From an optimization exercise on the open Yosys and OpenROAD flow, aimed at small area; shortcuts taken in it are not production practice. Where RTL was checked, it was by simulation tests only, not by an equivalence proof against the original. The RTL of run 2 was laid out without a check of its function. Power and IR drop assume default switching activity.

File: flow/design.v
module spi_slave_gpio_regmap (
  input  logic       clk,
  input  logic       rst_n,
  input  logic       cs,        
  input  logic       sclk,
  input  logic       mosi,
  output logic       miso,
  input  logic [7:0] gpio_in,
  output logic [7:0] gpio_out
);
  localparam logic [7:0] ID_VALUE = 8'hA5;
  logic sclk_d1, sclk_d2;
  logic cs_d1,   cs_d2;
  logic mosi_d1, mosi_d2;
  always_ff @(posedge clk or negedge rst_n) begin
    if (!rst_n) begin
      sclk_d1 <= 0; sclk_d2 <= 0;
      cs_d1   <= 1; cs_d2   <= 1;
      mosi_d1 <= 0; mosi_d2 <= 0;
    end else begin
      sclk_d1 <= sclk;
      sclk_d2 <= sclk_d1;
      cs_d1   <= cs;
      cs_d2   <= cs_d1;
      mosi_d1 <= mosi;
      mosi_d2 <= mosi_d1;
    end
  end
  wire sclk_rise =  sclk_d1 & ~sclk_d2;
  wire sclk_fall = ~sclk_d1 &  sclk_d2;
  wire cs_active = ~cs_d2;
  logic [2:0] bit_cnt;
  logic [1:0] byte_cnt;
  logic [7:0] shift_in;
  logic       rw;
  logic [7:0] addr;
  logic [7:0] gpio_reg;
  logic [7:0] wbuf;
  logic       wpend;
  logic [4:0] phase;
  logic       sweep;
  logic [7:0] rbuf;       
  logic [7:0] rpend;      
  logic [3:0] nout;       
  wire rise_act  = cs_active & sclk_rise;
  wire fall_act  = cs_active & sclk_fall;
  wire byte_done = rise_act & (bit_cnt == 3'd7);
  wire [7:0] full_byte = {shift_in[6:0], mosi_d2};
  wire ld_addr = byte_done & (byte_cnt == 2'd1);
  wire rd_load = ld_addr & ~rw;
  wire wr_evt  = byte_done & (byte_cnt == 2'd2) & rw;
  wire [7:0] addr_nx = ld_addr ? full_byte : addr;
  wire [7:0] wbuf_nx = wr_evt  ? full_byte : wbuf;
  wire       wact  = wr_evt | wpend;
  wire       wslot = (addr[4:0] == phase);
  logic [255:0] ring [0:7];
  logic [7:0]   ins;
  genvar gr;
  generate
    for (gr = 0; gr < 8; gr++) begin : g_ring
      assign ins[gr] = sweep | (wact & wslot & (addr[7:5] == gr));
      always_ff @(posedge clk)
        ring[gr] <= {ins[gr] ? wbuf_nx : ring[gr][7:0], ring[gr][255:8]};
    end
  endgenerate
  wire [4:0] rpos = addr_nx[4:0] - phase;    
  wire [2:0] rsel = addr_nx[7:5];
  function automatic logic is_tap(input int j, input int p);
    case (j)
      7: is_tap = (p % 2) == 0;
      6: is_tap = (p % 4) == 0;
      5: is_tap = (p == 0) || (p == 6) || (p == 12) || (p == 18) || (p == 24) || (p == 28);
      4: is_tap = (p % 8) == 0;
      3: is_tap = (p % 8) == 0;
      2: is_tap = (p == 0) || (p == 11) || (p == 22);
      1: is_tap = (p == 0) || (p == 11) || (p == 22);
      default: is_tap = (p % 16) == 0;
    endcase
  endfunction
  logic [7:0] aligned;
  logic [7:0] tapv;
  always_comb begin
    for (int j = 0; j < 8; j++) begin
      aligned[j] = 1'b0;
      tapv[j]    = 1'b0;
      for (int p = 0; p < 32; p++) begin
        if (is_tap(j, p) && rpos == p) begin
          aligned[j] = 1'b1;
          for (int r = 0; r < 8; r++)
            if (rsel == r) tapv[j] = ring[r][8*p + j];
        end
      end
    end
  end
  wire       special = (addr_nx[7:1] == 7'd0);
  wire [7:0] spec_val = addr_nx[0] ? gpio_in : ID_VALUE;
  wire [7:0] cap = aligned & (rd_load ? {8{~special}} : rpend);
  logic [7:0] rbuf_nx;
  always_comb
    for (int j = 0; j < 8; j++)
      rbuf_nx[j] = cap[j] ? tapv[j] : (rd_load ? spec_val[j] : rbuf[j]);
  always_ff @(posedge clk or negedge rst_n) begin
    if (!rst_n) begin
      bit_cnt  <= 0;
      byte_cnt <= 0;
      shift_in <= 0;
      rw       <= 0;
      addr     <= 0;
      gpio_reg <= 0;
      wbuf     <= 0;
      wpend    <= 0;
      phase    <= 0;
      sweep    <= 1;
      rbuf     <= 0;
      rpend    <= 0;
      nout     <= 4'd8;
      miso     <= 0;
    end else begin
      phase <= phase + 5'd1;
      if (phase == 5'd31) sweep <= 1'b0;
      addr  <= addr_nx;
      wbuf  <= wbuf_nx;
      wpend <= wact & ~wslot;
      rbuf  <= rbuf_nx;
      rpend <= (rd_load ? {8{~special}} : rpend) & ~aligned;
      if (!cs_active) begin
        bit_cnt  <= 0;
        byte_cnt <= 0;
      end
      if (rise_act) begin
        shift_in <= full_byte;
        if (bit_cnt == 3'd7) begin
          if (byte_cnt == 2'd0) rw <= full_byte[0];
          byte_cnt <= byte_cnt + 1;
          bit_cnt  <= 0;
        end else begin
          bit_cnt <= bit_cnt + 1;
        end
      end
      if (wr_evt && addr == 8'h02)
        gpio_reg <= full_byte;
      if (rd_load)
        nout <= 4'd0;
      if (fall_act) begin
        if (nout[3]) begin
          miso <= 1'b0;
        end else begin
          miso <= rbuf_nx[~nout[2:0]];
          nout <= nout + 4'd1;
        end
      end
    end
  end
  assign gpio_out = gpio_reg;
endmodule
File: flow/run.sh
#!/bin/bash
# synth_recipe.tcl (not shown) runs the flow's synth.tcl, then flattens the netlist and writes it again
# the make line also repeats each setting of config.mk as NAME=value (left out here)
make -C /OpenROAD-flow-scripts/flow DESIGN_CONFIG=/design/flow/config.mk WORK_HOME=/design/flow/orfs CLKGATE_MAP_FILE= SYNTH_SCRIPT=/design/flow/synth_recipe.tcl finish
File: flow/config.mk
export PLATFORM = sky130hd
export DESIGN_NAME = spi_slave_gpio_regmap
export DESIGN_NICKNAME = spi_slave_gpio_regmap
export VERILOG_FILES = /design/flow/design.v
export SDC_FILE = /design/flow/constraint.sdc
export NUM_CORES = 4
export LEC_CHECK = 0
export CAP_MARGIN = 40
export CORE_MARGIN = 2
export CORE_UTILIZATION = 45
export PLACE_DENSITY = 0.6
export SLEW_MARGIN = 40
File: flow/constraint.sdc
create_clock -name core_clock -period 10.0 [get_ports {clk}]
set_input_delay 2.0000 -clock core_clock [delete_from_list [all_inputs] [get_ports {clk}]]
set_output_delay 2.0000 -clock core_clock [all_outputs]
set_load 0.01 [all_outputs]
==> flow_results.org, run 1 <==
** Worst setup path
- Data required time of the critical path :: about 11 ns
- STA classifies the critical path endpoint as a flop.
- Dominant delay contributor by cell family on the critical path :: compound AO/OA/AOI/OAI gates
- Largest incremental delay on the critical path :: about 0.68 ns
- For this design, the slowest cell found on the critical path is a211oi_1.
- Of all nets on the critical path, the largest fanout is 18.
- The worst setup path is launched from a flop.
- Cell breakdown of the critical path :: ha_1 > ha_1 > nand2_2 > nor2_2 > nand2_1 > nand2_1 > inv_1 > ha_1 > inv_1 > fa_1 > nand2b_1 > nor2_1 > o21ai_1 > a2111oi_0 > o221ai_1 > o211ai_1 > o2111ai_1 > a211oi_1 > o311a_1 > nor4b_2 > a2111oi_0 > or4_1
- Counting stages on the worst path, the most repeated cell is ha_1.
- The critical path is of the reg2reg type.
- Worst path bufs/invs :: 2
- Arrival time at the worst endpoint :: 7.27 ns

** Floorplanning
- The die is about 340 µm tall.
- Width of the die :: 336 µm
- In this run the core area contains around 120 standard-cell rows.
- Ports :: 22
- Starting density of the core :: roughly 45%
- The floorplan step defined a die boundary enclosing roughly 0.11 mm².
- Total core area :: between 0.1 and 0.15 mm²

** Job
- The tool flagged a number of max-cap violations equal to 0.

** Clock network
- TritonCTS built the clock tree.
- Number of cells upsized or downsized after cts :: 0
- No sink is reached through more buffers than the 3 on the longest clock path.
- Buffers inserted to repair hold after CTS numbered 0.
- After clock tree synthesis, the clock-pin slew on the worst setup and hold paths is roughly 0.06 ns.
- The H-tree was split into 4 levels.
- CTS placed an instance of clkbuf_16 at the clock tree root.
- Clk sink count :: ~2100
- Number of clock buffers inserted by TritonCTS :: around 190
- Clock latency on the worst-skew pair, taken at its later pin, is 0.79 ns.
- Buffers added to address setup during post-CTS repair amount to 0.

** Drt
- WL per Instance :: ~21 µm
- Using the TritonRoute via totals, the vias-per-cell ratio works out to about 4.8.
- In this run, the number of DRC markers left after iteration 0 of detailed routing was ~1900.
- First-pass iteration count of the detailed router :: 6
- Vias :: around 24000
- The count of nets left with antenna violations once routing finished came out at 0.
- Final Routed Wirelength :: roughly 110000 µm
- In the routed design, unresolved DRC markers number 0.

** GRT
- The via count of the first global-routing pass is roughly 23000.
- Summed over all layers, the global routing overflow is 0.
- The number of antenna violations at the first check in global routing is 11.
- Global-route wire length before repair :: approximately 150000 µm
- Global routing used approximately a fifth of the available tracks.
- Entering global routing, the biggest net connects 65 pins.

** Synth
- Post-synthesis area per instance :: around 16 µm²
- Number of distinct library cells after synthesis :: 93
- Synthesis produced a netlist whose cell count is 3179.
- Yosys warning total :: 2
- Yosys mapped a number of flops with a built-in enable equal to 0.
- The number of nets in the synthesized netlist is between 3000 and 4000.
- After synthesis the cells add up to 0.0496 mm².
- Primary flip-flop cell chosen by synthesis mapping :: dfxtp_1
- In the synthesized netlist the async set-or-reset flop fraction comes to roughly 3.4%.
- Flip-flop and latch count after synthesis :: between 2000 and 2500
- For this run, the register share of the synthesized area comes to 86.2%.

** Power and ir drop
- Net switching is about a fifth of the power.
- NetSw :: just over 3 mW
- For this design the static power due to leakage is roughly 23 nW.
- Sequential share of power :: approximately 54%
- Cell internal pwr :: between 10 and 15 mW
- Power spread over the standard cell area amounts to ~270 mW/mm².
- Fraction of power consumed by combinational cells :: 0.4%
- Per report_power, the clock group accounts for 45.5% of the total.
- The worst-case IR drop observed on VDD is roughly 0.00019 V.

** Final layout
- Number of fill cells in the layout :: a little under 9000
- ring holds more flip-flops than any other register.
- Largest register FFs :: about 2000
- From synthesis to final layout, the design area changed by 17.0%.
- Net count reported at finish :: approximately 3400
- Layout cells sized above 1 :: roughly 14%
- Layout Cells excl Fill :: 4967

** Place
- After detailed placement, the design holds a cell count of between 4000 and 5000.
- The count of buffers added on input and output ports is 21.
- Post-DP HPWL :: approximately 70000 µm
- Place WS :: ~3.5 ns
- Placer Congestion :: 0.915

** Run status
- The run finished with no timing, DRC or antenna violations.

** Timing
- Number of max-slew violations in the final report :: 0
- At the pin with the least slew margin, the transition time is 0.808 ns.
- Timing would allow up to ~0.15 GHz.
- After routing, the total negative slack on setup checks comes to 0 ns.
- In the finished design, the share of the clock period the worst path needs comes to about two thirds.
- Hold Fails Final Rpt :: 0
- Setup repair after global routing left no endpoint under its margin.
- Slew Limit Headroom :: between 40 and 50%
- Skew final :: slightly below 0.04 ns
- Setup violations remaining at the end of the flow were counted as 0.
- Once routing completed, OpenROAD measured the worst setup slack at 3.46 ns.
- The worst path needs 6.54 ns of the cycle, external delays included.

** Worst hold path
- The tightest min-delay check is of the reg2reg type.
## metal layers
metal  vias up  share of wire (%)  track usage (%)
li1      11100                  -                -
met1     11600                 46             26.1
met2       828                 43             28.5
met3       248                6.2             3.98
met4         2                4.4             9.23
met5         -              0.017                0
## path summary, 6_finish.rpt
| path | from | endpoint | slack (ns) | depth (start not counted) |
|---|---|---|---|---|
| min | ring[3][249] | ring[3][241] | 0.30 | 0 |
| max in group asynchronous | rst_n | rbuf[7] | 8.12 | 2 |
| max reg2reg | bit_cnt[0] | miso | 3.46 | 22 |
| min reg2reg | ring[3][249] | ring[3][241] | 0.30 | 0 |
| max | bit_cnt[0] | miso | 3.46 | 22 |
| min in group asynchronous | rst_n | gpio_reg[0] | 1.03 | 1 |
## through the flow
stage / cell area [µm²] / power, mW / hold slack, ns / util, %
after global routing: 58000 / 16.2 / 0.294 / 53.2
final: 58000 / 15.7 / 0.298 / 53.2
after global placement: 51600 / 8.75 / 0.310 / 47.3
after CTS: 58000 / 15.9 / 0.293 / 53.2
after detailed placement: 51700 / 8.75 / 0.312 / 47.4
after floorplan: 49600 / 8.71 / 0.310 / -
## placed cells by master (no fill, tap or decap), drive strengths merged, types with 13 or more instances in the layout
master         netlist  final
a211oi              25     25
a21oi               90     90
a221oi              22     22
a22o                13     13
a22oi               18     18
a31oi               22     22
and3                16     16
buf                 43     44
bufinv               0     13
clkbuf              45    271
clkdlybuf4s50        0     20
clkinv               0     39
dfrtp               67     67
dfxtp             2048   2048
inv                 28     36
mux2                86     86
mux2i               20     20
nand2              137    137
nand3               33     33
nor2                71     71
nor2b               14     14
nor3                26     26
o211ai              20     20
o21ai               98     98
o221ai              13     13
o22ai               15     15
## Yosys cell counts, types with 10 or more instances
library cell / n / area (µm²)
clkbuf_1: 45 / 169
ha_1: 12 / 150
o211ai_1: 19 / 143
a221oi_1: 20 / 175
a2111oi_0: 11 / 96.3
o21ai_0: 87 / 435
mux2i_1: 20 / 200
dfxtp_1: 2048 / 41000
a22oi_1: 18 / 135
a211oi_1: 25 / 188
a21oi_1: 90 / 450
nor3_1: 25 / 125
buf_2: 27 / 135
mux2_2: 86 / 968
nor2b_1: 14 / 87.6
nand3_1: 33 / 165
nand2_1: 134 / 503
o221ai_1: 13 / 114
a21o_1: 10 / 75.1
o22ai_1: 15 / 93.8
a31oi_1: 22 / 138
nor2_1: 68 / 255
inv_1: 27 / 101
dfrtp_1: 67 / 1680
a22o_1: 13 / 114
and3_1: 16 / 100
## power by group through the flow
stage / Clock [mW] / Sequential (mW) / Combinational (mW)
floorplan: 0 / 8.66 / 0.0499
global placement: 0 / 8.69 / 0.0596
detailed placement: 0 / 8.69 / 0.0611
CTS: 7.31 / 8.50 / 0.0611
global route: 7.66 / 8.50 / 0.0681
finish: 7.16 / 8.50 / 0.0609
## logic make-up after synthesis
logic type                 count (synthesis)  share of synthesized area, %
DFF                                     2119                          86.2
AOI/OAI and AO/OA                        450                          6.22
and+or+nand+nor                          363                          3.61
buffers and inverters                    116                          1.03
muxes                                    106                          2.36
adders and majority gates                 13                         0.343
xor gates and xnor gates                  12                         0.212
## final cells by class
| class | count | area, µm² | share of cell area (%) |
|---|---|---|---|
| Tap cell | 1476 | 1850 | 3.18 |
| Timing Repair Buffer | 64 | 543 | 0.936 |
| Inverter | 28 | 108 | 0.185 |
| Clock buffer | 271 | 5460 | 9.41 |
| Sequential cell | 2119 | 42800 | 73.7 |
| Multi-Input combinational cell | 944 | 6410 | 11.1 |
| Antenna cell | 2 | 5.00 | 0.00862 |
| Clock inverter | 63 | 875 | 1.51 |
==> inputs of run 2 (changes only) <==
--- a/flow/design.v
+++ b/flow/design.v
@@ -15,15 +15,15 @@
   always_ff @(posedge clk or negedge rst_n) begin
     if (!rst_n) begin
-      sclk_d1 <= 0; sclk_d2 <= 0;
-      cs_d1   <= 1; cs_d2   <= 1;
-      mosi_d1 <= 0; mosi_d2 <= 0;
+      cs_d1 <= 1; cs_d2 <= 1;
     end else begin
-      sclk_d1 <= sclk;
-      sclk_d2 <= sclk_d1;
-      cs_d1   <= cs;
-      cs_d2   <= cs_d1;
-      mosi_d1 <= mosi;
-      mosi_d2 <= mosi_d1;
+      cs_d1 <= cs;
+      cs_d2 <= cs_d1;
     end
+  end
+  always_ff @(posedge clk) begin
+    sclk_d1 <= sclk;
+    sclk_d2 <= sclk_d1;
+    mosi_d1 <= mosi;
+    mosi_d2 <= mosi_d1;
   end
   wire sclk_rise =  sclk_d1 & ~sclk_d2;
@@ -41,5 +41,4 @@
   logic       sweep;
   logic [7:0] rbuf;       
-  logic [7:0] rpend;      
   logic [3:0] nout;       
   wire rise_act  = cs_active & sclk_rise;
@@ -95,5 +94,5 @@
   wire       special = (addr_nx[7:1] == 7'd0);
   wire [7:0] spec_val = addr_nx[0] ? gpio_in : ID_VALUE;
-  wire [7:0] cap = aligned & (rd_load ? {8{~special}} : rpend);
+  wire [7:0] cap = aligned & {8{~special}};
   logic [7:0] rbuf_nx;
   always_comb
@@ -102,9 +101,4 @@
   always_ff @(posedge clk or negedge rst_n) begin
     if (!rst_n) begin
-      bit_cnt  <= 0;
-      byte_cnt <= 0;
-      shift_in <= 0;
-      rw       <= 0;
-      addr     <= 0;
       gpio_reg <= 0;
       wbuf     <= 0;
@@ -112,6 +106,4 @@
       phase    <= 0;
       sweep    <= 1;
-      rbuf     <= 0;
-      rpend    <= 0;
       nout     <= 4'd8;
       miso     <= 0;
@@ -119,23 +111,6 @@
       phase <= phase + 5'd1;
       if (phase == 5'd31) sweep <= 1'b0;
-      addr  <= addr_nx;
       wbuf  <= wbuf_nx;
       wpend <= wact & ~wslot;
-      rbuf  <= rbuf_nx;
-      rpend <= (rd_load ? {8{~special}} : rpend) & ~aligned;
-      if (!cs_active) begin
-        bit_cnt  <= 0;
-        byte_cnt <= 0;
-      end
-      if (rise_act) begin
-        shift_in <= full_byte;
-        if (bit_cnt == 3'd7) begin
-          if (byte_cnt == 2'd0) rw <= full_byte[0];
-          byte_cnt <= byte_cnt + 1;
-          bit_cnt  <= 0;
-        end else begin
-          bit_cnt <= bit_cnt + 1;
-        end
-      end
       if (wr_evt && addr == 8'h02)
         gpio_reg <= full_byte;
@@ -152,4 +127,22 @@
     end
   end
+  always_ff @(posedge clk) begin
+    addr <= addr_nx;
+    rbuf <= rbuf_nx;
+    if (!cs_active) begin
+      bit_cnt  <= 0;
+      byte_cnt <= 0;
+    end
+    if (rise_act) begin
+      shift_in <= full_byte;
+      if (bit_cnt == 3'd7) begin
+        if (byte_cnt == 2'd0) rw <= full_byte[0];
+        byte_cnt <= byte_cnt + 1;
+        bit_cnt  <= 0;
+      end else begin
+        bit_cnt <= bit_cnt + 1;
+      end
+    end
+  end
   assign gpio_out = gpio_reg;
 endmodule
--- a/flow/config.mk
+++ b/flow/config.mk
@@ -9,4 +9,5 @@
 export CORE_MARGIN = 2
 export CORE_UTILIZATION = 45
+export CTS_BUF_LIST = sky130_fd_sc_hd__clkbuf_2 sky130_fd_sc_hd__clkbuf_4
 export PLACE_DENSITY = 0.6
 export SLEW_MARGIN = 40
==> run 2 against run 1 <==
Compared with the run above: fmax up 11%; total power shrank 4.7%; sequential share of layout area up 0.63 points; clock-buffer cell count up 472; non-clock buffer count unchanged; sequential power shrank 0.6%; worst setup slack gained 0.65 ns; hold slack got worse by 0.071 ns; critical path type unchanged; critical endpoint unchanged; largest cell class unchanged.
==> flow_results.org, run 2 <==
** Run status
- The run finished with no timing, DRC or antenna violations.

** Floorplanning
- The placeable core region was 0.108 mm² (-0.69%).
- Vertical die dimension :: 334 µm (-0.58%)
- The width of the die was 334 µm (-0.58%).
- The count of pins on the block boundary came to 22 (unchanged).
- Starting density of the core :: 45.2% (-0.22 points)
- The die outline area is 0.112 mm² (-1.2%).
- The number of rows in the core area is 121 (unchanged).

** Place
- The number of instances in the placed design is 4518 (-2.4%).
- Count of input and output buffers :: 21 (unchanged)
- Placer Congestion :: 0.888 (-2.9%)
- Place WS :: 4.18 ns (+0.675 ns)
- Post-DP HPWL :: 67800 µm (-3.4%)

** GRT
- Maximum number of pins on one net before global-route repair :: 58 (-11%)
- Antenna violations before repair :: 4 (-7)
- Number of global-route vias before repair :: 24800 (+7.6%)
- The overall fraction of global-route tracks in use came to 19.1% (+0.16 points).
- Overflow left after global routing :: 0 (unchanged)
- Global-route wire length before repair :: 154000 µm (+0.34%)

** Timing
- The minimum clock period was 5.89 ns (-0.649 ns).
- The relative max-transition margin is 42.8% (-2.8 points).
- Worst-Margin Slew :: 0.858 ns (+0.0496 ns)
- Number of max-slew violations in the final report :: 0 (unchanged)
- Timing-limited maximum frequency :: 0.170 GHz (+11%)
- Setup repair after global routing missed its margin :: no
- The least setup slack across all paths after layout is 4.11 ns (+0.649 ns).
- The final critical-path share of the clock period came to 58.9% (-6.5 points).
- Final setup violating endpoints :: 0 (unchanged)
- Hold Fails Final Rpt :: 0 (unchanged)
- The maximum clock skew at final layout is 0.116 ns (+0.0767 ns).
- The sum of negative setup slack is 0 ns (unchanged).

** Drt
- The violation count after the first detailed-route iteration is 1698 (-11%).
- Vias :: 24600 (+3.7%)
- The routed wire length was 105000 µm (-0.93%).
- Vias per cell :: 4.58 (-4.1%)
- The total DRC errors in the routed layout is 0 (unchanged).
- WL per Instance :: 19.6 µm (-8.4%)
- The number of optimization iterations in the first detailed-route pass was 5 (-1).
- DRT antenna net count :: 0 (unchanged)

** Worst setup path
- STA classifies the critical path startpoint as a flop.
- Type of element capturing the critical path :: flop
- Maximum fanout count along the critical path :: 25 (+7)
- Arrival time at the worst endpoint :: 6.91 ns (-0.36 ns)
- Critical path type :: reg2reg
- Data required time of the critical path :: 11.02 ns (+0.29 ns)

** Synth
- The synthesis warning total is 2 (unchanged).
- The area fraction of the dominant cell type after synthesis was 84.5% (+1.9 points).
- Async S/R FF share, synth :: 1.42% (-1.9 points)
- The number of flops mapped to enable cells by yosys came to 11 (+11).
- Post-synthesis area per instance :: 15.7 µm² (+0.56%)
- Cell area after synthesis :: 0.0490 mm² (-1.2%)
- By area the synthesized netlist is led by dfxtp_1 (85%), mux2_2 (2.0%), dfrtp_1 (1.3%), nand2_1 (1.1%), a21oi_1 (0.94%).
- Top cell type by total area after synthesis :: dfxtp_1
- Flip-flop and latch count after synthesis :: 2111 (-0.38%)
- The post-synthesis cell type count is 87 (-6.5%).
- Most numerous cell types in the synthesized netlist :: dfxtp_1 (2070), nand2_1 (138), a21oi_1 (92), mux2_2 (89), o21ai_0 (69)
- Sequential cell area fraction in the yosys report :: 86.7% (+0.51 points)
- Among all flip-flop cells after synthesis, the most frequent one is dfxtp_1.
- Cells after Synth :: 3124 (-1.7%)
- The number of nets in the synthesized netlist is 3150 (-1.7%).
- By instance count, the leading cell after synthesis is dfxtp_1.

** Clock network
- The cts-stage hold buffer count is 0 (unchanged).
- The clock buffer count from CTS is 483 (+160%).
- The tree is rooted in a clkbuf_4.
- The clock slew seen by the registers of the worst setup and hold paths came to 0.08 ns (+0.02 ns).
- TritonCTS built the clock tree.
- The buffers inserted during post-CTS setup optimization was 0 (unchanged).
- Clock latency (worst-skew pair) :: 1.20 ns (+0.41 ns)
- Maximum number of buffers from clock root to sink :: 4 (+1)
- The clock net sink count is 2111 (-0.38%).
- Number of cells upsized or downsized after cts :: 0 (unchanged)
- The total number of H-tree levels came to 5 (+1).

** Worst hold path
- Min-Delay Path Class :: reg2reg

** Final layout
- Layout Cells excl Fill :: 5373 (+8.2%)
- Largest register FFs :: 2048 (unchanged)
- The share of post-route cells with drive strength above 1 was 24.0% (+10 points).
- Largest register by flop count :: ring
- Number of fill cells in the layout :: 9091 (+2.7%)
- Commonest cells after routing, fill and taps aside :: dfxtp_1 (2070), clkbuf_4 (743), nand2_1 (136), mux2_2 (89), a21oi_1 (86)
- Most common library cell in the layout ignoring fill and taps :: dfxtp_1
- Synthesis-to-finish area growth :: 16.7%
- The number of nets in the final layout came to 3615 (+7.3%).

** Power and ir drop
- Peak supply drop :: 0.000158 V (-18%)
- Pwr Density :: 262 mW/mm² (-3.3%)
- The reported leakage power is 23.4 nW (+0.79%).

** Job
- Max_cap viols :: 0 (unchanged)
==> run 2: cell count changes in the layout (fill, tap and decap cells not counted), moves of 11 or more <==
cell	previous run	this run
clkinv_1	0	78
clkbuf_1	40	0
clkbuf_8	42	0
dfxtp_1	2048	2070
clkbuf_4	0	743
dfrtp_1	67	26
o21ai_0	83	68
clkbuf_16	189	0
edfxtp_1	0	11
clkinv_2	28	16
==> run 2: worst paths after layout <==
check | start | endpoint | slack (ns) | cells after the start
setup / recovery | bit_cnt[0] | miso | 4.11 | 22
hold / removal | ring[6][186] | ring[6][178] | 0.23 | 0
setup reg to reg | bit_cnt[0] | miso | 4.11 | 22
hold reg to reg | ring[6][186] | ring[6][178] | 0.23 | 0
max in group asynchronous | rst_n | wbuf[7] | 8.75 | 1
min in group asynchronous | rst_n | nout[0] | 0.84 | 1
==> run 2: through the flow <==
step           hold WS (ns)  utilization, %  cell area [µm²]  power, mW
4_1_cts               0.208            52.7            57200       15.2
3_3_place_gp          0.310            47.0            51000       8.70
5_1_grt               0.189            52.8            57200       15.7
6_report              0.227            52.8            57200       15.0
3_5_place_dp          0.312            47.1            51000       8.70
2_1_floorplan         0.310               -            49000       8.66
==> run 2: final cells by class <==
| type | instances | area, µm² | area share (%) |
|---|---|---|---|
| repair buffers | 64 | 558 | 0.976 |
| clock buffers | 743 | 5580 | 9.75 |
| inverters | 25 | 93.8 | 0.164 |
| diodes | 4 | 10.0 | 0.0175 |
| multi-input cells | 904 | 6090 | 10.6 |
| flip-flops and latches | 2111 | 42500 | 74.4 |
| well taps | 1414 | 1770 | 3.09 |
| clock inverters | 108 | 573 | 1.00 |
==> run 2: kinds of logic after synthesis <==
group,count (synthesis),synth area share (%)
buffers and inverters,109,1.01
muxes,109,2.46
AOI/OAI and AO/OA,391,5.41
and+or+nand+nor,379,3.83
xor gates and xnor gates,12,0.214
adders and majority gates,13,0.347
DFF,2111,86.7
==> run 2: critical path, stage by stage, from the launching register on <==
cell and delay (ns):
edfxtp_1 0.35, ha_1 0.15, ha_1 0.23, nor4bb_4 0.30, buf_4 0.33, nand2_4 0.18, nand2_1 0.10, nand2_1 0.22
inv_1 0.22, ha_1 0.19, inv_1 0.06, fa_1 0.46, a211oi_1 0.33, nor3_1 0.12, o211a_1 0.31, or2_1 0.36
nor3_2 0.60, o31ai_2 0.22, nor2_1 0.13, a32oi_1 0.11, a32o_1 0.28, a311oi_1 0.32, o31ai_1 0.14
==> run 2: report_power, final <==
part	internal, mW	switching [mW]	leakage (nW)
logic	0.0268	0.0324	2.50
clock network	3.48	2.99	3.70
registers	8.43	0.0235	17.2
total	11.9	3.05	23.4
==> run 2: layer usage <==
layer | global-route usage, % | routed length [µm] | up-vias
li1 | - | - | 11800
met1 | 25.9 | 49900 | 12000
met2 | 28.5 | 46700 | 738
met3 | 5.40 | 5920 | 120
met4 | 8.20 | 2740 | 0
met5 | 0 | 0 | -
==> inputs of run 3 (changes only) <==
--- a/flow/design.v
+++ b/flow/design.v
@@ -84,8 +84,7 @@
       tapv[j]    = 1'b0;
       for (int p = 0; p < 32; p++) begin
-        if (is_tap(j, p) && rpos == p) begin
-          aligned[j] = 1'b1;
-          for (int r = 0; r < 8; r++)
-            if (rsel == r) tapv[j] = ring[r][8*p + j];
+        if (is_tap(j, p)) begin
+          aligned[j] = aligned[j] | (rpos == p);
+          tapv[j] = tapv[j] | ((rpos == p) & ring[rsel][8*p + j]);
         end
       end
==> flow/config.mk (replaced) <==
export PLATFORM = sky130hd
export DESIGN_NAME = spi_slave_gpio_regmap
export DESIGN_NICKNAME = spi_slave_gpio_regmap
export VERILOG_FILES = /design/flow/design.v
export SDC_FILE = /design/flow/constraint.sdc
export NUM_CORES = 4
export LEC_CHECK = 0
export CAP_MARGIN = 20
export CORE_MARGIN = 2
export CORE_UTILIZATION = 65
export CTS_BUF_LIST = sky130_fd_sc_hd__clkbuf_8
export CTS_CLUSTER_DIAMETER = 40
export CTS_CLUSTER_SIZE = 16
export PLACE_DENSITY = 0.75
export SLEW_MARGIN = 20
==> run 3 against run 2 <==
Compared with the run above: the layout now fails its checks (antenna rules); sequential share of layout area increased by 5.5 points; largest power group unchanged; cell count decreased by 22%; clock power decreased by 31%; register-to-register slack got worse by 0.38 ns; die area decreased by 31%; flip-flop and latch count unchanged; routed wire length increased by 2.5%; fmax decreased by 6.1%.
==> flow_results.org, run 3 <==
** Run status
- Result of the run :: failed layout checks
- Causes of the layout check failure :: antenna rules

** Worst hold path
- The startpoint identified for the worst hold timing path is ring[0][33].
- The min-delay analysis places its worst path in the category reg2reg.

** Worst setup path
- Worst path bufs/invs :: 5 (+2)
- The longest individual stage delay on the worst path is 0.70 ns (+0.10 ns).
- In this run the critical register-to-register path is launched from byte_cnt[1].
- Library cell contributing the largest single delay on the critical path :: nor2b_1
- The worst setup path is of the reg2reg kind.
- The required time of the critical path is 10.70 ns (-0.32 ns).
- Maximum fanout count along the critical path :: 36 (+44%)
- Dominant delay contributor by cell family on the critical path :: simple AND/OR/NAND/NOR gates
- Cell breakdown of the critical path :: inv_1 > ha_1 > buf_4 > inv_1 > nor2_4 > nand2_1 > nand2_1 > inv_1 > ha_1 > inv_1 > fa_1 > nor2b_1 > o21ai_0 > nor3_4 > nor2_1 > a21bo_2 > or4_1 > a32oi_1 > o31ai_1 > a211o_1
- The data arrival time of the critical path is 6.97 ns (+0.06 ns).
- Type of element capturing the critical path :: flop
- The critical path starts at byte_cnt[1].
- Among the stages of the critical path, the cell type that occurs most often is inv_1.
- STA classifies the critical path startpoint as a flop.

** Drt
- WL per Instance :: 25.7 µm (+31%)
- The total DRC errors in the routed layout was 0 (unchanged).
- DRC marker count from the first detailed-route iteration :: 1946 (+15%)
- The ratio of routed vias to standard cells was 5.37 (+17%).
- The number of optimization iterations in the first detailed-route pass was 6 (+1).
- The number of nets with antenna violations after routing was 1 (+1).
- The routed wire length is 108000 µm (+2.5%).
- Vias :: 22500 (-8.4%)

** Power and ir drop
- Leakage Power :: 21.1 nW (-9.7%)
- The power per cell area was 243 mW/mm² (-7.1%).
- The maximum resistive drop on vdd is 0.000173 V (+9.0%).

** Final layout
- The multi-input logic area is 0.00588 mm² (-3.3%).
- Synthesis-to-finish area growth :: 9.12%
- Largest register by flop count :: ring
- The share of post-route cells with drive strength above 1 was 12.2% (-12 points).
- The layout filler cell count came to 4480 (-51%).
- Net count reported at finish :: 3183 (-12%)
- The number of flip-flops under the largest register name was 2048 (unchanged).
- Flip-flop and latch area :: 0.0425 mm² (unchanged)
- The library cells used most frequently in the layout, excluding fill and tap cells, are dfxtp_1 (2070), clkbuf_8 (176), mux2_2 (88), o21ai_0 (70), nand2_1 (69).
- Most common library cell in the layout ignoring fill and taps :: dfxtp_1

** Timing
- Hold Fails Final Rpt :: 0 (unchanged)
- The sum of negative setup slack was 0 ns (unchanged).
- The max-slew violation count is 0 (unchanged).
- Final setup violating endpoints :: 0 (unchanged)
- The maximum clock skew at final layout came to 0.0393 ns (-0.0772 ns).
- The slew at the pin closest to its max-slew limit is 1.15 ns (+0.294 ns).
- Crit share post-route :: 62.7% (+3.8 points)
- The fmax was 0.159 GHz (-6.1%).
- The least setup slack across all paths after layout was 3.73 ns (-0.384 ns).
- The minimum clock period was 6.27 ns (+0.384 ns).
- Setup repair after global routing left no endpoint under its margin.
- The relative max-transition margin came to 22.7% (-20 points).

** Clock network
- The clock net sink count is 2111 (unchanged).
- The clock buffer count from CTS is 164 (-66%).
- Clk pin slew, worst setup/hold paths :: 0.09 ns (about the same)
- The count of cells resized by post-cts repair came to 0 (unchanged).
- Clock latency (worst-skew pair) :: 0.84 ns (-0.36 ns)
- CTS tree :: built
- The buffers inserted during post-CTS setup optimization is 0 (unchanged).
- H-tree Lvls :: 4 (-1)
- Clock root buffer master :: clkbuf_8
- The cts-stage hold buffer count was 0 (unchanged).
- The worst-case clock buffer depth was 3 (-1).

** GRT
- The via count of the first global-routing pass was 23100 (-7.1%).
- Antenna violations before repair :: 8 (+4)
- The overall fraction of global-route tracks in use was 28.1% (+9.0 points).
- The total congestion overflow was 0 (unchanged).
- The pin count of the biggest net entering global routing came to 40 (-31%).
- The first-pass GRT wire length was 155000 µm (+0.78%).

** Place
- The post-place setup slack is 3.83 ns (-0.351 ns).
- Count of input and output buffers :: 21 (unchanged)
- Placer Congestion :: 0.937 (+5.5%)
- The detailed placer's ending HPWL is 70700 µm (+4.3%).

** Synth
- Cell area after synthesis :: 0.0488 mm² (-0.49%)
- Number of synthesized flops with an enable pin :: 11 (unchanged)
- Top cell type's share of synthesized area :: 84.9% (+0.42 points)
- Top cell type by total area after synthesis :: dfxtp_1
- Primary flip-flop cell chosen by synthesis mapping :: dfxtp_1
- The synthesis warning total is 2 (unchanged).
- The flip-flop and latch count after synthesis came to 2111 (unchanged).
- Post-synthesis area per instance :: 16.2 µm² (+3.1%)
- By area the synthesized netlist is led by dfxtp_1 (85%), mux2_2 (2.0%), dfrtp_1 (1.3%), o21ai_0 (0.72%), edfxtp_1 (0.68%).
- Cell with the most instances after synthesis :: dfxtp_1
- Syn nets :: 3040 (-3.5%)
- The fraction of registers with async set/reset is 1.42% (unchanged).
- Most numerous cell types in the synthesized netlist :: dfxtp_1 (2070), mux2_2 (88), o21ai_0 (70), nand2_1 (69), a21oi_1 (64)
- The post-synthesis cell type count is 100 (+15%).
- The register area share after synthesis came to 87.2% (+0.43 points).
- The synthesized instance count is 3014 (-3.5%).

** Floorplanning
- The initial core utilization came to 65.6% (+20 points).
- Total core area :: 0.0743 mm² (-31%)
- The count of pins on the block boundary was 22 (unchanged).
- Die area :: 0.0773 mm² (-31%)
- The width of the die is 278 µm (-17%).
- Standard-cell row count :: 100 (-17%)
- The die height came to 278 µm (-17%).

** Job
- Max_cap viols :: 0 (unchanged)
-- run 3: changes by cell type after synthesis, sizes merged, moves of 11 or more --
cell	before	now
nor2	67	48
a221oi	15	3
nand2	139	70
o22ai	25	7
a21oi	95	65
a22o	4	18
or3	15	4
buf	48	32
o21a	4	20
-- run 3: final timing paths --
| path | to | slack (ns) | cells past startpoint |
|---|---|---|---|
| worst min register to register | ring[0][25] | 0.31 | 0 |
| worst max register to register | miso | 3.73 | 20 |
| max in group asynchronous | gpio_reg[4] | 8.17 | 1 |
| min in group asynchronous | gpio_reg[3] | 1.28 | 1 |
| worst min-delay path | ring[0][25] | 0.31 | 0 |
| worst max-delay path | miso | 3.73 | 20 |
-- run 3: logic make-up after synthesis --
kind of cell	after synthesis	synth area share [%]
xor+xnor	12	0.215
simple gates	283	3.16
fa+ha+maj	13	0.349
mux	109	2.49
compound gates	384	5.71
flops	2111	87.2
buf+inv	102	0.908
-- run 3: metrics by stage --
stage / hold slack (ns) / std cells / util (%) / power, mW / instance area [µm²]
3_5_place_dp: 0.312 / 3960 / 67.5 / 8.70 / 50200
4_1_cts: 0.287 / 4193 / 71.6 / 13.0 / 53200
6_report: 0.307 / 4200 / 71.6 / 12.9 / 53200
5_1_grt: 0.315 / 4194 / 71.6 / 13.3 / 53200
2_1_floorplan: 0.310 / 3014 / - / 8.66 / 48800
3_3_place_gp: 0.310 / 3960 / 67.5 / 8.69 / 50100
-- run 3: area by class of cell --
class / instances / area share [%]
clock inverters: 57 / 1.20
diodes: 7 / 0.0329
inverters: 28 / 0.197
repair buffers: 51 / 0.808
clock buffers: 176 / 4.55
well taps: 969 / 2.28
flip-flops and latches: 2111 / 79.9
multi-input cells: 801 / 11.1
-- run 3: report_power, final --
| group | switching (mW) | internal [mW] | leakage [nW] |
|---|---|---|---|
| Clock | 2.62 | 1.83 | 1.61 |
| Combinational | 0.0347 | 0.0232 | 2.31 |
| Sequential | 0.0215 | 8.42 | 17.2 |
-- run 3: layer usage --
layer  track usage [%]  part of all wire, %  vias to the layer above
met5                 0                0.012                        -
met2              43.1                   45                      735
li1                  -                    -                    10400
met1              40.6                   47                    11300
met4              9.72                  3.0                        2
met3              5.28                  5.6                      187
==> inputs of run 4 (changes only) <==
--- a/flow/config.mk
+++ b/flow/config.mk
@@ -9,7 +9,7 @@
 export CORE_MARGIN = 2
 export CORE_UTILIZATION = 65
-export CTS_BUF_LIST = sky130_fd_sc_hd__clkbuf_8
-export CTS_CLUSTER_DIAMETER = 40
-export CTS_CLUSTER_SIZE = 16
+export CTS_BUF_LIST = sky130_fd_sc_hd__clkbuf_16
+export CTS_CLUSTER_DIAMETER = 50
+export CTS_CLUSTER_SIZE = 32
 export PLACE_DENSITY = 0.75
 export SLEW_MARGIN = 20
==> run 4 against run 3 <==
Compared with the run above: the run now finishes clean; total power rose by 8.9%; sequential share of layout area fell by 1.8 points; flip-flop and latch count is the same; via count increased by 0.75%; worst setup slack gained 0.016 ns; synthesized cell count is the same; non-clock buffer count unchanged; first-iteration DRC count up 6.5%; die area did not move; register-to-register slack improved by 0.02 ns; clock skew increased by 0.030 ns; design area up 2.3%; critical path type unchanged; critical endpoint unchanged; largest power group unchanged; highest routed layer unchanged.
==> flow_results.org, run 4 <==
** Timing
- Number of max-slew violations in the final report :: 0 (unchanged)
- Crit share post-route :: 62.6% (-0.16 points)
- Post-layout min period :: 6.26 ns (-0.0164 ns)
- The sum of negative setup slack came to 0 ns (unchanged).
- The setup-violating endpoint count in the final report was 0 (unchanged).
- Timing-limited maximum frequency :: 0.160 GHz (+0.26%)
- Hold Fails Final Rpt :: 0 (unchanged)
- The relative max-transition margin came to 22.2% (-0.55 points).
- Worst-Margin Slew :: 1.16 ns (+0.00826 ns)
- Setup repair after global routing missed its margin :: no
- The least setup slack across all paths after layout came to 3.74 ns (+0.0164 ns).
- The maximum clock skew at final layout came to 0.0694 ns (+0.0301 ns).

** Clock network
- The clock buffer count from CTS was 118 (-28%).
- The clock latency on the worst-skew pair came to 0.72 ns (-0.12 ns).
- H-tree Lvls :: 3 (-1)
- The clock net sink count came to 2111 (unchanged).
- # hold bufs at CTS :: 0 (unchanged)
- Clk pin slew, worst setup/hold paths :: 0.10 ns (about the same)
- Maximum number of buffers from clock root to sink :: 3 (unchanged)
- Number of cells upsized or downsized after cts :: 0 (unchanged)
- CTS tree :: built
- Clock tree synthesis selected as its root buffer the cell clkbuf_16.
- Number of buffers inserted by post-CTS setup repair :: 0 (unchanged)

** Place
- The detailed placer's ending HPWL is 70700 µm (unchanged).
- Place WS :: 3.83 ns (unchanged)
- The post-place instance area was 0.0502 mm² (unchanged).
- Count of input and output buffers :: 21 (unchanged)
- The weighted congestion reported at the end of routability-driven placement came to 0.937 (unchanged).

** Worst setup path
- Critical path startpoint category :: flop
- Maximum fanout count along the critical path :: 36 (unchanged)
- CP dominant cell by count :: inv_1
- Type of element capturing the critical path :: flop
- For this design, the slowest cell found on the critical path is nor2b_1.
- Critical path type :: reg2reg
- Broken down by cell family, the worst path's largest delay share belongs to simple AND/OR/NAND/NOR gates.
- The critical path starts at byte_cnt[1].
- Arrival time at the worst endpoint :: 6.86 ns (-0.11 ns)
- Capture point of the worst reg-to-reg path :: miso
- The register-to-register setup slack was 3.74 ns (+0.02 ns).
- R2R cell count :: 20 (unchanged)
- The worst path buffer plus inverter count came to 5 (unchanged).
- The signal on the critical path passes through inv_1 > ha_1 > buf_4 > inv_1 > nor2_4 > nand2_1 > nand2_1 > inv_1 > ha_1 > inv_1 > fa_1 > nor2b_1 > o21ai_0 > nor3_4 > nor2_1 > a21bo_2 > or4_1 > a32oi_1 > o31ai_1 > a211o_1.
- The startpoint identified for the worst register-to-register timing path is byte_cnt[1].
- The longest individual stage delay on the worst path was 0.71 ns (about the same).
- The required time of the critical path is 10.61 ns (-0.09 ns).

** Synth
- The mux share of post-synthesis cell area was 2.49% (unchanged).
- Async S/R FF share, synth :: 1.42% (unchanged)
- By area, the combinational part of the netlist is dominated by compound AO/OA/AOI/OAI gates.
- The average instance area after synthesis is 16.2 µm² (unchanged).
- Sequential cell area fraction in the yosys report :: 87.2% (unchanged)
- Number of synthesized flops with an enable pin :: 11 (unchanged)
- The xor and xnor fraction of the mapped netlist area is 0.215% (unchanged).
- Syn nets :: 3040 (unchanged)
- The synthesis warning total was 2 (unchanged).
- Most numerous cell types in the synthesized netlist :: dfxtp_1 (2070), mux2_2 (88), o21ai_0 (70), nand2_1 (69), a21oi_1 (64)
- Primary flip-flop cell chosen by synthesis mapping :: dfxtp_1
- Simple-Gate Fraction of Synth Area :: 3.16% (unchanged)
- The synthesized-area fraction occupied by adder cells was 0.349% (unchanged).
- Of all cell types, the one taking the most synthesized area is dfxtp_1.
- Cell with the most instances after synthesis :: dfxtp_1
- Number of distinct library cells after synthesis :: 100 (unchanged)
- Post-synthesis compound-gate area fraction :: 5.71% (unchanged)
- The flip-flop and latch count after synthesis was 2111 (unchanged).
- The area fraction of the dominant cell type after synthesis is 84.9% (unchanged).
- Cell area after synthesis :: 0.0488 mm² (unchanged)
- The synthesized instance count came to 3014 (unchanged).
- Most area-consuming cells after synthesis :: dfxtp_1 (85%), mux2_2 (2.0%), dfrtp_1 (1.3%), o21ai_0 (0.72%), edfxtp_1 (0.68%)

** GRT
- Antenna violations before repair :: 4 (-4)
- Number of global-route vias before repair :: 23400 (+1.5%)
- The total congestion overflow came to 0 (unchanged).
- Maximum number of pins on one net before global-route repair :: 40 (unchanged)
- The first-pass GRT wire length came to 163000 µm (+4.8%).
- The overall fraction of global-route tracks in use was 29.4% (+1.3 points).

** Drt
- Vias :: 22700 (+0.75%)
- The number of nets with antenna violations after routing came to 0 (-1).
- Vias per cell :: 5.43 (+1.1%)
- The routed wire length was 113000 µm (+5.1%).
- DRC marker count from the first detailed-route iteration :: 2073 (+6.5%)
- The total DRC errors in the routed layout was 0 (unchanged).
- First-pass iteration count of the detailed router :: 5 (-1)
- WL per Instance :: 27.1 µm (+5.5%)

** Floorplanning
- The count of pins on the block boundary was 22 (unchanged).
- Die area :: 0.0773 mm² (unchanged)
- Total core area :: 0.0743 mm² (unchanged)
- The number of rows in the core area came to 100 (unchanged).
- The die height was 278 µm (unchanged).
- Starting density of the core :: 65.6% (unchanged)
- The width of the die came to 278 µm (unchanged).

** Final layout
- Final standard cell area without fillers :: 0.0545 mm² (+2.3%)
- Largest register FFs :: 2048 (unchanged)
- Largest register by flop count :: ring
- Leaving out fill and tap cells, the most frequent cell in the layout is dfxtp_1.
- Number of fill cells in the layout :: 4202 (-6.2%)
- The number of nets in the final layout was 3137 (-1.4%).
- Compared with the post-synthesis result, the final layout area differs by 11.6%.
- Leaving out fill and tap cells, the most frequent cells in the layout are dfxtp_1 (2070), clkbuf_16 (119), mux2_2 (88), o21ai_0 (70), nand2_1 (69).
- Layout cells sized above 1 :: 11.9% (-0.21 points)

** Worst hold path
- In this run the most critical hold path is launched from ring[3][85].
- The path with the worst hold slack has its endpoint at ring[3][77].
- The min-delay analysis places its worst path in the category reg2reg.
- The hold path depth is 0 (unchanged).

** Job
- The count of maximum capacitance violations was 0 (unchanged).

** Power and ir drop
- Peak supply drop :: 0.000216 V (+25%)
- The reported leakage power was 21.6 nW (+2.2%).
- The power per cell area is 259 mW/mm² (+6.5%).

** Run status
- The flow ran to the end and the layout has no timing, DRC or antenna violations.
run 4: changes by cell type in the layout (fill, tap and decap cells not counted), sizes merged:
| cell | previous run | this run |
|---|---|---|
| clkbuf | 176 | 119 |
| clkinv | 15 | 44 |
| inv | 61 | 72 |
| diode | 7 | 2 |
| bufinv | 6 | 10 |
| clkinvlp | 3 | 6 |
run 4: logic make-up after synthesis:
group | after synthesis
xor gates and xnor gates | 12
buffers and inverters | 102
muxes | 109
and+or+nand+nor | 283
adders and majority gates | 13
DFF | 2111
AOI/OAI and AO/OA | 384
run 4: through the flow:
stage / power [mW] / utilization (%) / cells / hold slack (ns)
after CTS: 14.1 / 73.3 / 4183 / 0.285
after global routing: 14.4 / 73.3 / 4183 / 0.282
after global placement: 8.69 / 67.5 / 3960 / 0.310
final: 14.1 / 73.3 / 4185 / 0.287
after floorplan: 8.66 / - / 3014 / 0.310
after detailed placement: 8.70 / 67.5 / 3960 / 0.312
run 4: worst max path at each step:
stage / endpoint / depth (start not counted) / slack, ns
final: miso / 20 / 3.74
after detailed placement: miso / 20 / 3.83
after floorplan: miso / 21 / 5.23
after CTS: miso / 20 / 3.86
after global routing: miso / 20 / 3.39
after global placement: miso / 20 / 3.91
run 4: area by class of cell:
class / instances / area [µm²] / share of cell area [%]
sequential: 2111 / 42500 / 78.1
multi-input combinational: 801 / 5880 / 10.8
clock inverter: 104 / 1310 / 2.41
clock buffer: 119 / 2980 / 5.47
timing repair buffer: 51 / 430 / 0.790
antenna: 2 / 5.00 / 0.00919
inverter: 28 / 105 / 0.193
tap: 969 / 1210 / 2.23
run 4: report_power, final:
group	leakage (nW)	internal (mW)	switching, mW	total (mW)
registers	17.2	8.42	0.0217	8.44
clock network	2.09	2.61	2.99	5.60
logic	2.31	0.0232	0.0352	0.0584
run 4: per-layer routing:
metal  up-vias  track usage [%]  part of all wire [%]
met3       215             4.89                   6.0
met2       812             46.7                    46
met5         -                0                 0.011
met4         2             9.65                   3.3
li1      10300                -                     -
met1     11400             41.5                    45
==> inputs of run 5 (changes only) <==
==> flow/flow/run.sh (new file) <==
#!/bin/bash
# Standard layout, with clock tree synthesis told not to add dummy loads.
set -euo pipefail
export CTS_ARGS="-sink_clustering_enable -repair_clock_nets -buf_list sky130_fd_sc_hd__clkbuf_16 -sink_clustering_size 32 -sink_clustering_max_diameter 50 -dont_use_dummy_load"
bash standard.sh > standard_flow.log 2>&1
==> flow/standard.sh (new file) <==
#!/bin/bash
# synth_recipe.tcl (not shown) runs the flow's synth.tcl, then flattens the netlist and writes it again
# the make line also repeats each setting of config.mk as NAME=value (left out here)
make -C /OpenROAD-flow-scripts/flow DESIGN_CONFIG=/design/flow/config.mk WORK_HOME=/design/flow/orfs CLKGATE_MAP_FILE= SYNTH_SCRIPT=/design/flow/synth_recipe.tcl "${@:-finish}"
--- a/flow/config.mk
+++ b/flow/config.mk
@@ -9,7 +9,4 @@
 export CORE_MARGIN = 2
 export CORE_UTILIZATION = 65
-export CTS_BUF_LIST = sky130_fd_sc_hd__clkbuf_16
-export CTS_CLUSTER_DIAMETER = 50
-export CTS_CLUSTER_SIZE = 32
 export PLACE_DENSITY = 0.75
 export SLEW_MARGIN = 20
removed: flow/run.sh
==> run 5 against run 4 <==
Compared with the run above: fmax down 0.80%; flip-flop and latch count unchanged; area after synthesis unchanged; cell count down 2.5%; worst setup slack worse by 0.050 ns; register-to-register slack worse by 0.05 ns; clock skew up 0.061 ns; critical path depth unchanged; first-iteration DRC count down 2.1%.
==> flow_results.org, run 5 <==
** Run status
- Result of the run :: complete, no violations

** Power and ir drop
- The total chip power was 13.0 mW (-7.6%).
- Fraction of power consumed by combinational cells :: 0.5% (about the same)
- The power per cell area is 245 mW/mm² (-5.3%).
- Sequential share of power :: 64.8% (+4.9 points)
- The clock group share of total power was 34.7% (-5.0 points).
- The maximum resistive drop on vdd is 0.000187 V (-13%).
- NetSw :: 2.50 mW (-18%)
- Cell internal pwr :: 10.5 mW (-4.8%)
- Switching power share of the total :: 19.2% (-2.4 points)
- The reported leakage power was 20.9 nW (-2.9%).

** Synth
- Sequential cell area fraction in the yosys report :: 87.2% (unchanged)
- The synthesized instance count was 3014 (unchanged).
- The number of nets in the synthesized netlist is 3040 (unchanged).
- The flip-flop and latch count after synthesis was 2111 (unchanged).
- The number of flops mapped to enable cells by yosys is 11 (unchanged).
- The fraction of registers with async set/reset was 1.42% (unchanged).
- Cell with the most instances after synthesis :: dfxtp_1
- Cell area after synthesis :: 0.0488 mm² (unchanged)
- The area fraction of the dominant cell type after synthesis is 84.9% (unchanged).
- Number of distinct library cells after synthesis :: 100 (unchanged)
- By count the netlist is led by dfxtp_1 (2070), mux2_2 (88), o21ai_0 (70), nand2_1 (69), a21oi_1 (64).
- The synthesized design spends more area on one cell type than any other, namely dfxtp_1.
- The average instance area after synthesis was 16.2 µm² (unchanged).
- Most area-consuming cells after synthesis :: dfxtp_1 (85%), mux2_2 (2.0%), dfrtp_1 (1.3%), o21ai_0 (0.72%), edfxtp_1 (0.68%)
- The synthesis warning total was 2 (unchanged).
- Primary flip-flop cell chosen by synthesis mapping :: dfxtp_1

** Final layout
- The utilization after layout is 71.5% (-1.8 points).
- Synthesis-to-finish area growth :: 8.87%
- Commonest cells after routing, fill and taps aside :: dfxtp_1 (2070), clkbuf_16 (118), mux2_2 (88), o21ai_0 (70), nand2_1 (69)
- The number of nets in the final layout was 3137 (unchanged).
- The final design area excluding fillers was 0.0531 mm² (-2.5%).
- The number of flip-flops under the largest register name was 2048 (unchanged).
- The share of post-route cells with drive strength above 1 came to 9.36% (-2.6 points).
- Leaving out fill and tap cells, the most frequent cell in the layout is dfxtp_1.
- Ranked by flip-flop count, first place goes to ring.
- Layout Cells excl Fill :: 4080 (-2.5%)

** Job
- Max_cap viols :: 0 (unchanged)

** Drt
- The number of optimization iterations in the first detailed-route pass came to 6 (+1).
- Vias per cell :: 5.50 (+1.4%)
- The via count of the routed design was 22500 (-1.1%).
- The total DRC errors in the routed layout was 0 (unchanged).
- The violation count after the first detailed-route iteration came to 2030 (-2.1%).
- The number of nets with antenna violations after routing is 0 (unchanged).
- Final Routed Wirelength :: 111000 µm (-2.5%)
- WL per Instance :: 27.1 µm (about the same)

** GRT
- The first-pass GRT wire length came to 159000 µm (-2.1%).
- Number of global-route vias before repair :: 23200 (-0.90%)
- The total congestion overflow came to 0 (unchanged).
- Maximum number of pins on one net before global-route repair :: 40 (unchanged)
- The number of antenna violations at the first check in global routing came to 6 (+2).
- The overall fraction of global-route tracks in use is 28.7% (-0.67 points).

** Timing
- The sum of negative setup slack was 0 ns (unchanged).
- Final setup margin :: 3.69 ns (-0.0502 ns)
- Setup repair after global routing missed its margin :: no
- The hold violation count in the final report is 0 (unchanged).
- Slew Limit Headroom :: 26.0% (+3.9 points)
- The worst hold slack after final layout came to 0.241 ns (-0.0465 ns).
- The minimum clock period was 6.31 ns (+0.0502 ns).
- Skew final :: 0.130 ns (+0.0608 ns)
- The max-slew violation count was 0 (unchanged).
- Final setup violating endpoints :: 0 (unchanged)
- Timing-limited maximum frequency :: 0.159 GHz (-0.80%)
- The final critical-path share of the clock period is 63.1% (+0.50 points).
- The slew at the pin closest to its max-slew limit was 1.10 ns (-0.0578 ns).

** Clock network
- Number of cells upsized or downsized after cts :: 0 (unchanged)
- Clk sink count :: 2111 (unchanged)
- CTS tree :: built
- H-tree Lvls :: 3 (unchanged)
- The tree is rooted in a clkbuf_16.
- # hold bufs at CTS :: 0 (unchanged)
- Number of clock buffers inserted by TritonCTS :: 118 (unchanged)
- The buffers inserted during post-CTS setup optimization was 0 (unchanged).
- Maximum number of buffers from clock root to sink :: 3 (unchanged)
- The clock latency on the worst-skew pair is 0.70 ns (-0.02 ns).
- The clock slew seen by the registers of the worst setup and hold paths came to 0.08 ns (-0.02 ns).

** Worst hold path
- In this run the worst hold path is classified as reg2reg.

** Worst setup path
- The worst path buffer plus inverter count came to 5 (unchanged).
- Endpoint of the worst setup timing path :: miso
- Arrival time at the worst endpoint :: 6.86 ns (about the same)
- Type of element capturing the critical path :: flop
- Worst path depth :: 20 (unchanged)
- Largest incremental delay on the critical path :: 0.71 ns (about the same)
- Reg-to-reg slack, setup :: 3.69 ns (-0.05 ns)
- Dominant delay contributor by cell family on the critical path :: simple AND/OR/NAND/NOR gates
- The cell that appears most often on the critical path is inv_1.
- The worst reg2reg path depth was 20 (unchanged).
- Critical path startpoint category :: flop
- The worst register-to-register path begins at byte_cnt[1].
- Critical path origin :: byte_cnt[1]
- Walking the worst path, the cells encountered are inv_1 > ha_1 > buf_4 > inv_1 > nor2_4 > nand2_1 > nand2_1 > inv_1 > ha_1 > inv_1 > fa_1 > nor2b_1 > o21ai_0 > nor3_4 > nor2_1 > a21bo_2 > or4_1 > a32oi_1 > o31ai_1 > a211o_1.
- The highest net fanout along the worst path is 36 (unchanged).
- The required time of the critical path came to 10.55 ns (-0.06 ns).
- The endpoint identified for the worst register-to-register timing path is miso.
- Library cell contributing the largest single delay on the critical path :: nor2b_1
- The worst setup path is of the reg2reg kind.

** Place
- Count of input and output buffers :: 21 (unchanged)
- The weighted congestion reported at the end of routability-driven placement was 0.937 (unchanged).
- Placed inst area :: 0.0502 mm² (unchanged)
- The post-place setup slack came to 3.83 ns (unchanged).
- The detailed placer's ending HPWL came to 70700 µm (unchanged).
- Cells after DPL :: 3960 (unchanged)

** Floorplanning
- Width of the die :: 278 µm (unchanged)
- The count of pins on the block boundary came to 22 (unchanged).
- The initial core utilization was 65.6% (unchanged).
- Standard-cell row count :: 100 (unchanged)
- The die height is 278 µm (unchanged).
- The die outline area was 0.0773 mm² (unchanged).
- Total core area :: 0.0743 mm² (unchanged)
==> run 5: cell counts after synthesis <==
No cell type changed its count.
==> run 5: worst reg2reg max path, cell delays in order (launching register included) <==
cell	delay (ns)
dfxtp_1	0.33
inv_1	0.12
ha_1	0.16
buf_4	0.39
inv_1	0.49
nor2_4	0.57
nand2_1	0.11
nand2_1	0.11
inv_1	0.06
ha_1	0.18
inv_1	0.07
fa_1	0.49
nor2b_1	0.71
o21ai_0	0.38
nor3_4	0.54
nor2_1	0.11
a21bo_2	0.27
or4_1	0.56
a32oi_1	0.24
o31ai_1	0.11
a211o_1	0.27
==> run 5: cells by family after synthesis <==
group	after synthesis	share of synthesized area (%)
XOR/XNOR	12	0.215
AO/OA/AOI/OAI	384	5.71
AND/OR/NAND/NOR	283	3.16
flip-flops	2111	87.2
adder cells (fa/ha/maj)	13	0.349
multiplexers	109	2.49
buffers and inverters	102	0.908
==> run 5: cell type report <==
| cell class | count | area [µm²] |
|---|---|---|
| fillers | 4412 | 21200 |
| inverters | 28 | 105 |
| flip-flops and latches | 2111 | 42500 |
| diodes | 2 | 5.00 |
| clock buffers | 118 | 2950 |
| multi-input cells | 801 | 5880 |
| repair buffers | 51 | 430 |
| well taps | 969 | 1210 |
==> run 5: how the worst min path moves through the flow <==
stage,slack (ns),cells after the start,start,endpoint
CTS,0.24,0,ring[3][85],ring[3][77]
global route,0.25,0,ring[3][85],ring[3][77]
finish,0.24,0,ring[3][85],ring[3][77]
floorplan,0.31,0,mosi_d1,mosi_d2
global placement,0.31,0,ring[1][158],ring[1][150]
detailed placement,0.31,0,ring[4][12],ring[4][4]
==> run 5: power by group through the flow <==
stage | logic, mW | registers [mW] | clock network, mW
after floorplan | 0.0366 | 8.63 | 0
after global placement | 0.0554 | 8.64 | 0
after detailed placement | 0.0580 | 8.64 | 0
after CTS | 0.0591 | 8.44 | 4.58
after global routing | 0.0634 | 8.45 | 4.85
final | 0.0589 | 8.44 | 4.52
==> run 5: routing by layer <==
| layer | GRT usage (%) | up-vias | share of wire [%] |
|---|---|---|---|
| met5 | 0 | - | 0.027 |
| met4 | 8.88 | 4 | 3.0 |
| met3 | 4.59 | 177 | 5.7 |
| met2 | 45.9 | 739 | 46 |
| met1 | 40.7 | 11300 | 45 |
| li1 | - | 10200 | - |
==> inputs of run 6 (changes only) <==
==> flow/flow/run.sh (replaced) <==
#!/bin/bash
# Standard layout, with clock tree synthesis told not to add dummy loads.
set -euo pipefail
export CTS_ARGS="-sink_clustering_enable -repair_clock_nets -buf_list sky130_fd_sc_hd__clkbuf_8 -sink_clustering_size 16 -sink_clustering_max_diameter 40 -dont_use_dummy_load"
bash standard.sh > standard_flow.log 2>&1
==> run 6 against run 5 <==
Compared with the run above: utilization is 0.93 points lower; first-iteration DRC count is 6.0% lower; non-clock buffer count stayed put; via count is 0.24% lower; global-route usage is 0.80 points lower; critical endpoint unchanged.
==> flow_results.org, run 6 <==
** Run status
- Result of the run :: complete, no violations

** Drt
- The total DRC errors in the routed layout came to 0 (unchanged).
- The number of optimization iterations in the first detailed-route pass came to 8 (+2).
- Vias :: 22400 (-0.24%)
- Vias per cell :: 5.43 (-1.4%)
- DRC marker count from the first detailed-route iteration :: 1908 (-6.0%)
- The wire length per cell was 26.0 µm (-4.0%).
- DRT antenna net count :: 0 (unchanged)
- Final Routed Wirelength :: 107000 µm (-2.9%)

** GRT
- The via count of the first global-routing pass is 22800 (-1.6%).
- The met1 usage in global routing came to 40.2% (-0.53 points).
- The total congestion overflow was 0 (unchanged).
- The global routing usage on met2 came to 42.7% (-3.2 points).
- Met3 track demand over resource in global routing :: 5.78% (+1.2 points)
- The number of antenna violations at the first check in global routing is 7 (+1).
- The overall fraction of global-route tracks in use came to 27.9% (-0.80 points).
- The pin count of the biggest net entering global routing was 40 (unchanged).
- Global-route wire length before repair :: 154000 µm (-3.2%)
- Global routing's busiest layer :: met2

** Final layout
- Counting flops per register, the top entry is ring.
- Commonest cells after routing, fill and taps aside :: dfxtp_1 (2070), clkbuf_8 (164), mux2_2 (88), o21ai_0 (70), nand2_1 (69)
- The number of nets in the final layout came to 3183 (+1.5%).
- Most common library cell in the layout ignoring fill and taps :: dfxtp_1
- Fraction of the core area covered by cells at the end of the flow :: 70.5% (-0.93 points)
- Relative to the synthesized area, the layout overhead comes to 7.45%.
- The number of flip-flops under the largest register name was 2048 (unchanged).
- Layout cells sized above 1 :: 10.7% (+1.3 points)

** Floorplanning
- Width of the die :: 278 µm (unchanged)
- The die outline area was 0.0773 mm² (unchanged).
- Vertical die dimension :: 278 µm (unchanged)
- Starting density of the core :: 65.6% (unchanged)
- Total core area :: 0.0743 mm² (unchanged)
- Ports :: 22 (unchanged)
- Standard-cell row count :: 100 (unchanged)

** Worst setup path
- Type of element capturing the critical path :: flop
- Among the stages of the critical path, the cell type that occurs most often is inv_1.
- The highest net fanout along the worst path was 36 (unchanged).
- Largest incremental delay on the critical path :: 0.71 ns (about the same)
- Walking the worst path, the cells encountered are inv_1 > ha_1 > buf_4 > inv_1 > nor2_4 > nand2_1 > nand2_1 > inv_1 > ha_1 > inv_1 > fa_1 > nor2b_1 > o21ai_0 > nor3_4 > nor2_1 > a21bo_2 > or4_1 > a32oi_1 > o31ai_1 > a211o_1.
- The worst setup path is of the reg2reg kind.
- Dominant delay contributor by cell family on the critical path :: simple AND/OR/NAND/NOR gates
- Data required time of the critical path :: 10.63 ns (+0.08 ns)
- The data arrival time of the critical path is 6.95 ns (+0.09 ns).
- Worst path bufs/invs :: 5 (unchanged)
- Library cell contributing the largest single delay on the critical path :: nor2b_1
- STA classifies the critical path startpoint as a flop.

** Power and ir drop
- Fraction of power consumed by combinational cells :: 0.5% (about the same)
- The switching fraction of total power came to 19.7% (+0.57 points).
- The maximum resistive drop on vdd is 0.000168 V (-10%).
- The power per cell area was 236 mW/mm² (-3.9%).
- The sequential cell fraction of total power came to 68.4% (+3.6 points).
- The reported leakage power was 20.7 nW (-1.3%).
- NetSw :: 2.44 mW (-2.4%)
- Cell internal pwr :: 9.91 mW (-5.8%)
- The clock group share of total power came to 31.2% (-3.5 points).

** Synth
- The fraction of registers with async set/reset came to 1.42% (unchanged).
- Post-synthesis area per instance :: 16.2 µm² (unchanged)
- Top cell type's share of synthesized area :: 84.9% (unchanged)
- Primary flip-flop cell chosen by synthesis mapping :: dfxtp_1
- Yosys warning total :: 2 (unchanged)
- Simple-Gate Fraction of Synth Area :: 3.16% (unchanged)
- The xor and xnor fraction of the mapped netlist area came to 0.215% (unchanged).
- The synthesized design spends more area on one cell type than any other, namely dfxtp_1.
- Cell area after synthesis :: 0.0488 mm² (unchanged)
- The mux share of post-synthesis cell area came to 2.49% (unchanged).
- Number of synthesized flops with an enable pin :: 11 (unchanged)
- Cells after Synth :: 3014 (unchanged)
- Sequential cell area fraction in the yosys report :: 87.2% (unchanged)
- Flip-flop and latch count after synthesis :: 2111 (unchanged)
- The synthesized-area fraction occupied by adder cells was 0.349% (unchanged).
- Most numerous cell types in the synthesized netlist :: dfxtp_1 (2070), mux2_2 (88), o21ai_0 (70), nand2_1 (69), a21oi_1 (64)
- Most area-consuming cells after synthesis :: dfxtp_1 (85%), mux2_2 (2.0%), dfrtp_1 (1.3%), o21ai_0 (0.72%), edfxtp_1 (0.68%)
- The number of nets in the synthesized netlist is 3040 (unchanged).
- After synthesis, the largest family of logic cells by area is compound AO/OA/AOI/OAI gates.
- Among all cell types in the netlist, the one instantiated most often is dfxtp_1.
- The post-synthesis cell type count is 100 (unchanged).
- The area fraction in compound gates after synthesis came to 5.71% (unchanged).

** Clock network
- H-tree Lvls :: 4 (+1)
- The clock buffer count from CTS came to 164 (+39%).
- Maximum number of buffers from clock root to sink :: 3 (unchanged)
- TritonCTS built the clock tree.
- Clock latency (worst-skew pair) :: 0.84 ns (+0.14 ns)
- The buffers inserted during post-CTS setup optimization is 0 (unchanged).
- The clock slew seen by the registers of the worst setup and hold paths is 0.09 ns (about the same).
- Number of cells upsized or downsized after cts :: 0 (unchanged)
- In this run the clock root is driven by a clkbuf_8.
- Clk sink count :: 2111 (unchanged)
- The cts-stage hold buffer count was 0 (unchanged).

** Timing
- Crit share post-route :: 63.2% (+0.11 points)
- Setup TNS after final layout :: 0 ns (unchanged)
- Setup repair after global routing left no endpoint under its margin.
- The relative max-transition margin is 25.6% (-0.49 points).
- The minimum clock period was 6.32 ns (+0.0110 ns).
- Worst-Margin Slew :: 1.11 ns (+0.00731 ns)
- The worst hold slack after final layout came to 0.240 ns (-0.00108 ns).
- Hold Fails Final Rpt :: 0 (unchanged)
- Skew final :: 0.121 ns (-0.00877 ns)
- Timing-limited maximum frequency :: 0.158 GHz (-0.17%)
- Final setup violating endpoints :: 0 (unchanged)
- The max-slew violation count is 0 (unchanged).

** Place
- The detailed placer's ending HPWL came to 70700 µm (unchanged).
- The weighted congestion reported at the end of routability-driven placement came to 0.937 (unchanged).
- The number of port buffers was 21 (unchanged).

** Job
- Max_cap viols :: 0 (unchanged)

** Worst hold path
- The worst hold path belongs to the class reg2reg.
## run 6: cell count changes in the layout (fill, tap and decap cells not counted), sizes merged
cell | previous run | this run
clkbuf | 118 | 164
diode | 2 | 3
## run 6: final timing paths
path,start,end,slack [ns],cells past startpoint
worst max-delay path,byte_cnt[1],miso,3.68,20
worst min-delay path,ring[0][33],ring[0][25],0.24,0
worst max register to register,byte_cnt[1],miso,3.68,20
worst min register to register,ring[0][33],ring[0][25],0.24,0
max in group asynchronous,rst_n,wbuf[2],8.08,1
min in group asynchronous,rst_n,wbuf[6],1.33,1
## run 6: cell type report
class                   instances  area (µm²)
flip-flops and latches       2111       42500
multi-input cells             801        5880
fillers                      4550       21900
diodes                          3        7.51
repair buffers                 51         430
clock buffers                 164        2260
inverters                      28         105
well taps                     969        1210
## run 6: through the flow
stage / worst slack [ns] / instance area (µm²) / power (mW) / std cells
CTS: 3.84 / 52400 / 12.4 / 4124
global placement: 3.91 / 50100 / 8.69 / 3960
detailed placement: 3.83 / 50200 / 8.70 / 3960
global route: 3.35 / 52400 / 12.7 / 4125
finish: 3.68 / 52400 / 12.4 / 4127
floorplan: 5.23 / 48800 / 8.66 / 3014
## run 6: cell families (layout without fill, tap and decap cells)
logic type                 count (synthesis)  count (layout)
DFF                                     2111            2111
AOI/OAI and AO/OA                        384             384
and+or+nand+nor                          283             283
muxes                                    109             109
buffers and inverters                    102             243
adders and majority gates                 13              13
xor gates and xnor gates                  12              12
other                                      0               3
## run 6: power groups by stage
| stage | clock network [mW] | registers (mW) | logic [mW] |
|---|---|---|---|
| 2_1_floorplan | 0 | 8.63 | 0.0366 |
| 3_3_place_gp | 0 | 8.64 | 0.0554 |
| 3_5_place_dp | 0 | 8.64 | 0.0580 |
| 4_1_cts | 3.91 | 8.44 | 0.0581 |
| 5_1_grt | 4.20 | 8.45 | 0.0628 |
| 6_report | 3.85 | 8.44 | 0.0576 |
## run 6: layer usage
layer  part of all wire, %  wire length (µm)  vias to the layer above
li1                      -                 -                    10300
met1                    46             49200                    11100
met3                   6.7              7200                      199
met5                 0.015                16                        -
met2                    44             47700                      798
met4                   3.0              3240                        2

re-timing with driven ports:
The results above use ideal ports. As a check the final layouts listed here were re-extracted and re-timed, cells and wires unchanged. Step 1 sets driving cells, clkbuf_16 on the clock port and buf_2 on the other inputs (assumed; they add their load-dependent delay and slew). Step 2, shift: input delay + t, output delay - t, t = (earliest + latest rising clock arrival at the registers) / 2. This alone moves slack from input paths to output paths. a / b / c = ideal / step 1 / step 2; a / b = the first two.
run | shift t [ns] | setup slack, ns
run 1 | 0.844 | 3.461 / 3.461 / 3.461
run 2 | 1.212 | 4.110 / 4.110 / 4.110
run 3 | 0.889 | 3.726 / 3.726 / 3.726
run 4 | 0.758 | 3.743 / 3.743 / 3.743
run 5 | 0.708 | 3.693 / 3.693 / 3.693
run 6 | 0.848 | 3.682 / 3.682 / 3.682
